Source: an optimization exercise on an open RTL-to-GDS flow (aim: small area and a short achievable clock period). Production flows keep margins and buffers that such runs may drop. Only simulation tests tie the RTL to the original design; equivalence was not proved. Power and IR drop assume default switching activity.

==> run G <==
==> flow/design.v (excerpt) <==
module ALU(clk_fake, opCode, inA, inB, dataOut);
  input clk_fake;
  input [5:0] opCode;
  input [127:0] inA, inB;
  output logic [127:0] dataOut;
  wire [15:0] ma0 = inA[15:0];
  wire [15:0] mb0 = inB[15:0];
  wire [15:0] ma1 = inA[47:32];
  wire [15:0] mb1 = inB[47:32];
  wire [15:0] ma2 = inA[79:64];
  wire [15:0] mb2 = inB[79:64];
  wire [15:0] ma3 = inA[111:96];
  wire [15:0] mb3 = inB[111:96];
  wire pp0_0_0 = ma0[0] & mb0[0];
  wire pp0_0_1 = ma0[1] & mb0[0];
  wire pp0_0_2 = ma0[2] & mb0[0];
  wire pp0_0_3 = ma0[3] & mb0[0];
  wire pp0_0_4 = ma0[4] & mb0[0];
  wire pp0_0_5 = ma0[5] & mb0[0];
  wire pp0_0_6 = ma0[6] & mb0[0];
  wire pp0_0_7 = ma0[7] & mb0[0];
  wire pp0_0_8 = ma0[8] & mb0[0];
  wire pp0_0_9 = ma0[9] & mb0[0];
  wire pp0_0_10 = ma0[10] & mb0[0];
  wire pp0_0_11 = ma0[11] & mb0[0];
  wire pp0_0_12 = ma0[12] & mb0[0];
  wire pp0_0_13 = ma0[13] & mb0[0];
  wire pp0_0_14 = ma0[14] & mb0[0];
  wire pp0_0_15 = ma0[15] & mb0[0];
  wire pp0_1_0 = ma0[0] & mb0[1];
  wire pp0_1_1 = ma0[1] & mb0[1];
  wire pp0_1_2 = ma0[2] & mb0[1];
  wire pp0_1_3 = ma0[3] & mb0[1];
  wire pp0_1_4 = ma0[4] & mb0[1];
  wire pp0_1_5 = ma0[5] & mb0[1];
  wire pp0_1_6 = ma0[6] & mb0[1];
  wire pp0_1_7 = ma0[7] & mb0[1];
  wire pp0_1_8 = ma0[8] & mb0[1];
  wire pp0_1_9 = ma0[9] & mb0[1];
  wire pp0_1_10 = ma0[10] & mb0[1];
  wire pp0_1_11 = ma0[11] & mb0[1];
  ...
==> flow/config.mk <==
export PLATFORM = sky130hd
export DESIGN_NAME = ALU
export DESIGN_NICKNAME = ALU
export VERILOG_FILES = /design/flow/design.v
export SDC_FILE = /design/flow/constraint.sdc
export NUM_CORES = 4
export LEC_CHECK = 0
export CAP_MARGIN = 20
export CORE_MARGIN = 2
export CORE_UTILIZATION = 40
export PLACE_DENSITY = 0.6
export SETUP_SLACK_MARGIN = 5
export SLEW_MARGIN = 20
export TNS_END_PERCENT = 0
==> flow/constraint.sdc <==
create_clock -name core_clock -period 9.5 [get_ports {clk_fake}]
set_input_delay 1.9000 -clock core_clock [delete_from_list [all_inputs] [get_ports {clk_fake}]]
set_output_delay 1.9000 -clock core_clock [all_outputs]
set_load 0.01 [all_outputs]
standard.sh (not shown) runs the stock make flow with config.mk's settings and CLKGATE_MAP_FILE= SYNTH_SCRIPT=/design/flow/synth_recipe.tcl, a recipe that flattens the netlist after the stock synthesis.
==> flow/flow/run.sh <==
#!/bin/bash
# The standard layout (the standard.sh, ORFS synthesis to finish), except that the
# port buffers are sky130_fd_sc_hd__buf_2 instead of the slow delay cell ORFS picks.
# Every port still gets its own buffer.  The full tool output goes to standard.log.
set -o pipefail
bash standard.sh "BUFFER_PORTS_ARGS=-buffer_cell sky130_fd_sc_hd__buf_2" finish > standard.log 2>&1
==> inputs of run Z, as changes to run G <==
==> flow/run.sh (new file) <==
#!/bin/bash
# synth_recipe.tcl (not shown) runs the flow's synth.tcl, then flattens the netlist and writes it again
# the make line also repeats each setting of config.mk as NAME=value (left out here)
make -C /OpenROAD-flow-scripts/flow DESIGN_CONFIG=/design/flow/config.mk WORK_HOME=/design/flow/orfs CLKGATE_MAP_FILE= SYNTH_SCRIPT=/design/flow/synth_recipe.tcl finish
removed: flow/flow/run.sh
removed: flow/standard.sh
==> results by group <==
Outcome
  – Status: no timing/DRC/antenna violations

Power
  – P_clk: 1.94 mW

Placed design
  – Dpl cell area: 0.0517 mm2

Timing
  – Worst Tran Pin Value: 1040 ps
(the above is from run G)
==> results by group <==
Outcome
  – Status: no timing/DRC/antenna violations

Placed design
  – GP Congestion: 0.964
  – Dpl cell area: 0.0542 mm2

Timing
  – Worst Tran Pin Value: 1150 ps

Power
  – P_clk: 1.97 mW
(the above is from run Z)

* * *

==> amber: inputs <==
Another version of the RTL of ALU (not shown whole).
// ALU
module ALU(clk_fake, opCode, inA, inB, dataOut);
  input clk_fake;
  input [5:0] opCode;
  input [127:0] inA, inB;
  output logic [127:0] dataOut;
  wire [15:0] ma0 = inA[15:0];
  wire [15:0] mb0 = inB[15:0];
  wire pp0_0_0 = ~(ma0[0] & mb0[0]);
  wire pp0_0_1 = ~(ma0[1] & mb0[0]);
  wire pp0_0_2 = ~(ma0[2] & mb0[0]);
  wire pp0_0_3 = ~(ma0[3] & mb0[0]);
  wire pp0_0_4 = ~(ma0[4] & mb0[0]);
  wire pp0_0_5 = ~(ma0[5] & mb0[0]);
  wire pp0_0_6 = ~(ma0[6] & mb0[0]);
  wire pp0_0_7 = ~(ma0[7] & mb0[0]);
  wire pp0_0_8 = ~(ma0[8] & mb0[0]);
  wire pp0_0_9 = ~(ma0[9] & mb0[0]);
  wire pp0_0_10 = ~(ma0[10] & mb0[0]);
  wire pp0_0_11 = ~(ma0[11] & mb0[0]);
  wire pp0_0_12 = ~(ma0[12] & mb0[0]);
  wire pp0_0_13 = ~(ma0[13] & mb0[0]);
  wire pp0_0_14 = ~(ma0[14] & mb0[0]);
  wire pp0_0_15 = ~(ma0[15] & mb0[0]);
  wire pp0_1_0 = ~(ma0[0] & mb0[1]);
  wire pp0_1_1 = ~(ma0[1] & mb0[1]);
  wire pp0_1_2 = ~(ma0[2] & mb0[1]);
  wire pp0_1_3 = ~(ma0[3] & mb0[1]);
  ...
==> flow/config.mk <==
export PLATFORM = sky130hd
export DESIGN_NAME = ALU
export DESIGN_NICKNAME = ALU
export VERILOG_FILES = /design/flow/design.v
export SDC_FILE = /design/flow/constraint.sdc
export NUM_CORES = 4
export LEC_CHECK = 0
export CAP_MARGIN = 20
export CORE_MARGIN = 2
export CORE_UTILIZATION = 55
export PLACE_DENSITY = 0.7
export SETUP_SLACK_MARGIN = 5
export SLEW_MARGIN = 20
export SYNTH_HIERARCHICAL = 1
export TNS_END_PERCENT = 0
==> flow/constraint.sdc <==
create_clock -name core_clock -period 9.5 [get_ports {clk_fake}]
set_input_delay 1.9000 -clock core_clock [delete_from_list [all_inputs] [get_ports {clk_fake}]]
set_output_delay 1.9000 -clock core_clock [all_outputs]
set_load 0.01 [all_outputs]
==> flow/flow/run.sh <==
#!/bin/bash
# The standard layout (the standard.sh, ORFS synthesis to finish), except that the
# port buffers are sky130_fd_sc_hd__buf_2 instead of the slow delay cell ORFS picks.
# Every port still gets its own buffer.  The full tool output goes to standard.log.
set -o pipefail
bash standard.sh "BUFFER_PORTS_ARGS=-buffer_cell sky130_fd_sc_hd__buf_2" finish > standard.log 2>&1
==> lagoon: changes against amber <==
--- a/flow/design.v
+++ b/flow/design.v
@@ -2976,31 +2976,32 @@
   assign ms[1] = ms1;
   assign mc[1] = mc1;
   assign ms[2] = ms2;
   assign mc[2] = mc2;
   assign ms[3] = ms3;
   assign mc[3] = mc3;
-  logic [127:0] sum;
+  logic [127:0] sum, prod;
   genvar g;
   generate for (g = 0; g < 4; g = g + 1) begin : lane
     wire [15:0] al = inA[32*g +: 16], ah = inA[32*g+16 +: 16];
     wire [15:0] bl = op_imm ? inB[15:0] : inB[32*g +: 16];
     wire [15:0] bh = op_imm ? inB[15:0] : inB[32*g+16 +: 16];
     wire [15:0] xl = op_mul ? ms[g][15:0]  : (al ^ {16{op_sub}});
     wire [15:0] xh = op_mul ? ms[g][31:16] : (ah ^ {16{op_sub}});
     wire [15:0] yl = op_mul ? mc[g][15:0]  : bl;
     wire [15:0] yh = op_mul ? mc[g][31:16] : bh;
     wire [16:0] mlo = {1'b0, ms[g][15:0]} + {1'b0, mc[g][15:0]};
     wire ch = op_mul ? mlo[16] : op_sub;
+    assign prod[32*g +: 32] = sum[32*g +: 32];
     wire [16:0] sl = {xl, op_sub} + {yl, op_sub};
     wire [16:0] sh = {xh, ch} + {yh, ch};
     assign sum[32*g +: 32] = {sh[16:1], sl[16:1]};
   end endgenerate
   wire [127:0] ld = opCode[1] ? {4{inB[31:0]}} : {4{16'h0000, inB[15:0]}};
   wire [127:0] lg = opCode[1] ? (inA & inB) : (inA | inB);
-  wire [127:0] res = ~opCode[2] ? ld : (opCode[4] & opCode[3]) ? lg : sum;
+  wire [127:0] res = ~opCode[2] ? ld : ~opCode[4] ? sum : ~opCode[3] ? prod : lg;
   wire valid = (opCode == 6'd0) || (opCode == 6'd2) || (opCode == 6'd4) ||
                (opCode == 6'd6) || (opCode == 6'd12) || (opCode == 6'd20) ||
                (opCode == 6'd28) || (opCode == 6'd30);
   always_ff @(posedge clk_fake)
     if (valid) dataOut <= res;
 endmodule
==> flow/flow/run.sh (replaced) <==
#!/bin/bash
# The standard layout (the standard.sh, ORFS synthesis to finish), except that the
# port buffers are sky130_fd_sc_hd__buf_1 instead of the slow delay cell ORFS picks.
# Every port still gets its own buffer.  The full tool output goes to standard.log.
set -o pipefail
bash standard.sh "BUFFER_PORTS_ARGS=-buffer_cell sky130_fd_sc_hd__buf_1" finish > standard.log 2>&1
==> quartz: changes against amber <==
==> flow/config.mk (replaced) <==
export PLATFORM = sky130hd
export DESIGN_NAME = ALU
export DESIGN_NICKNAME = ALU
export VERILOG_FILES = /design/flow/design.v
export SDC_FILE = /design/flow/constraint.sdc
export NUM_CORES = 4
export LEC_CHECK = 0
export CAP_MARGIN = 30
export CORE_MARGIN = 2
export CORE_UTILIZATION = 55
export CTS_CLUSTER_DIAMETER = 90
export CTS_CLUSTER_SIZE = 40
export PLACE_DENSITY = 0.7
export SETUP_SLACK_MARGIN = 5
export SLEW_MARGIN = 20
export SYNTH_HIERARCHICAL = 1
export TNS_END_PERCENT = 0
==> run summary <==
item	amber	lagoon	quartz
Endpoint, Worst Hold	dataOut[89]	dataOut[94]	dataOut[89]
Time the final worst path needs with I/O delays and setup	4.60 ns	4.72 ns	4.62 ns
Xor and xnor fraction of the mapped netlist area	4.74%	4.71%	4.74%
Maximum number of pins on one net before global-route repair	129	90	129
Switching share of power	44.0%	44.4%	45.8%
Area share of buffers outside the clock network	6.59%	6.57%	6.53%
Status	finished clean	finished clean	finished clean
CP startpoint	inA[36]	opCode[2]	inA[35]
Initial cell density of the core	55.7%	55.8%	55.7%
Buffer count excluding the clock tree in the final layout	443	554	445
Multi-input gate area	0.0336 mm^2	0.0336 mm^2	0.0336 mm^2
Destination of the critical timing path	mr1_21_0	dataOut[64]	mr1_21_0
Via density	6.44	6.34	6.46

==> re-timing with driven ports <==
In the flow no input, the clock included, has a driving cell. The finished layouts below were timed again as built, in two steps. Step 1: set_driving_cell puts a clkbuf_16 on clk_fake and a buf_2 on each other input, an assumption about the parent block. Step 2 adds t to the input delays and takes it off the output delays; t is the mean of the earliest and latest rising clock arrival at the registers after step 1. Input paths then give back, and output paths get back, about the clock's delay inside the block. Slacks: ideal ports / drivers / drivers and shift; pairs: ideal ports / drivers.
run	t (ns)	setup slack, ns	cell pins on the clock port's net
run G	0.701	4.844 / 4.640 / 3.939	1
run Z	0.713	4.799 / 4.669 / 3.956	1
amber	0.681	4.904 / 4.749 / 4.068	1
lagoon	0.688	4.777 / 4.736 / 4.048	1
quartz	0.709	4.882 / 4.739 / 4.030	1
After both steps every run listed still meets setup and hold. The setup slack of run G, which loses most, moves by -0.204 ns with the drivers and by -0.905 ns with both steps.
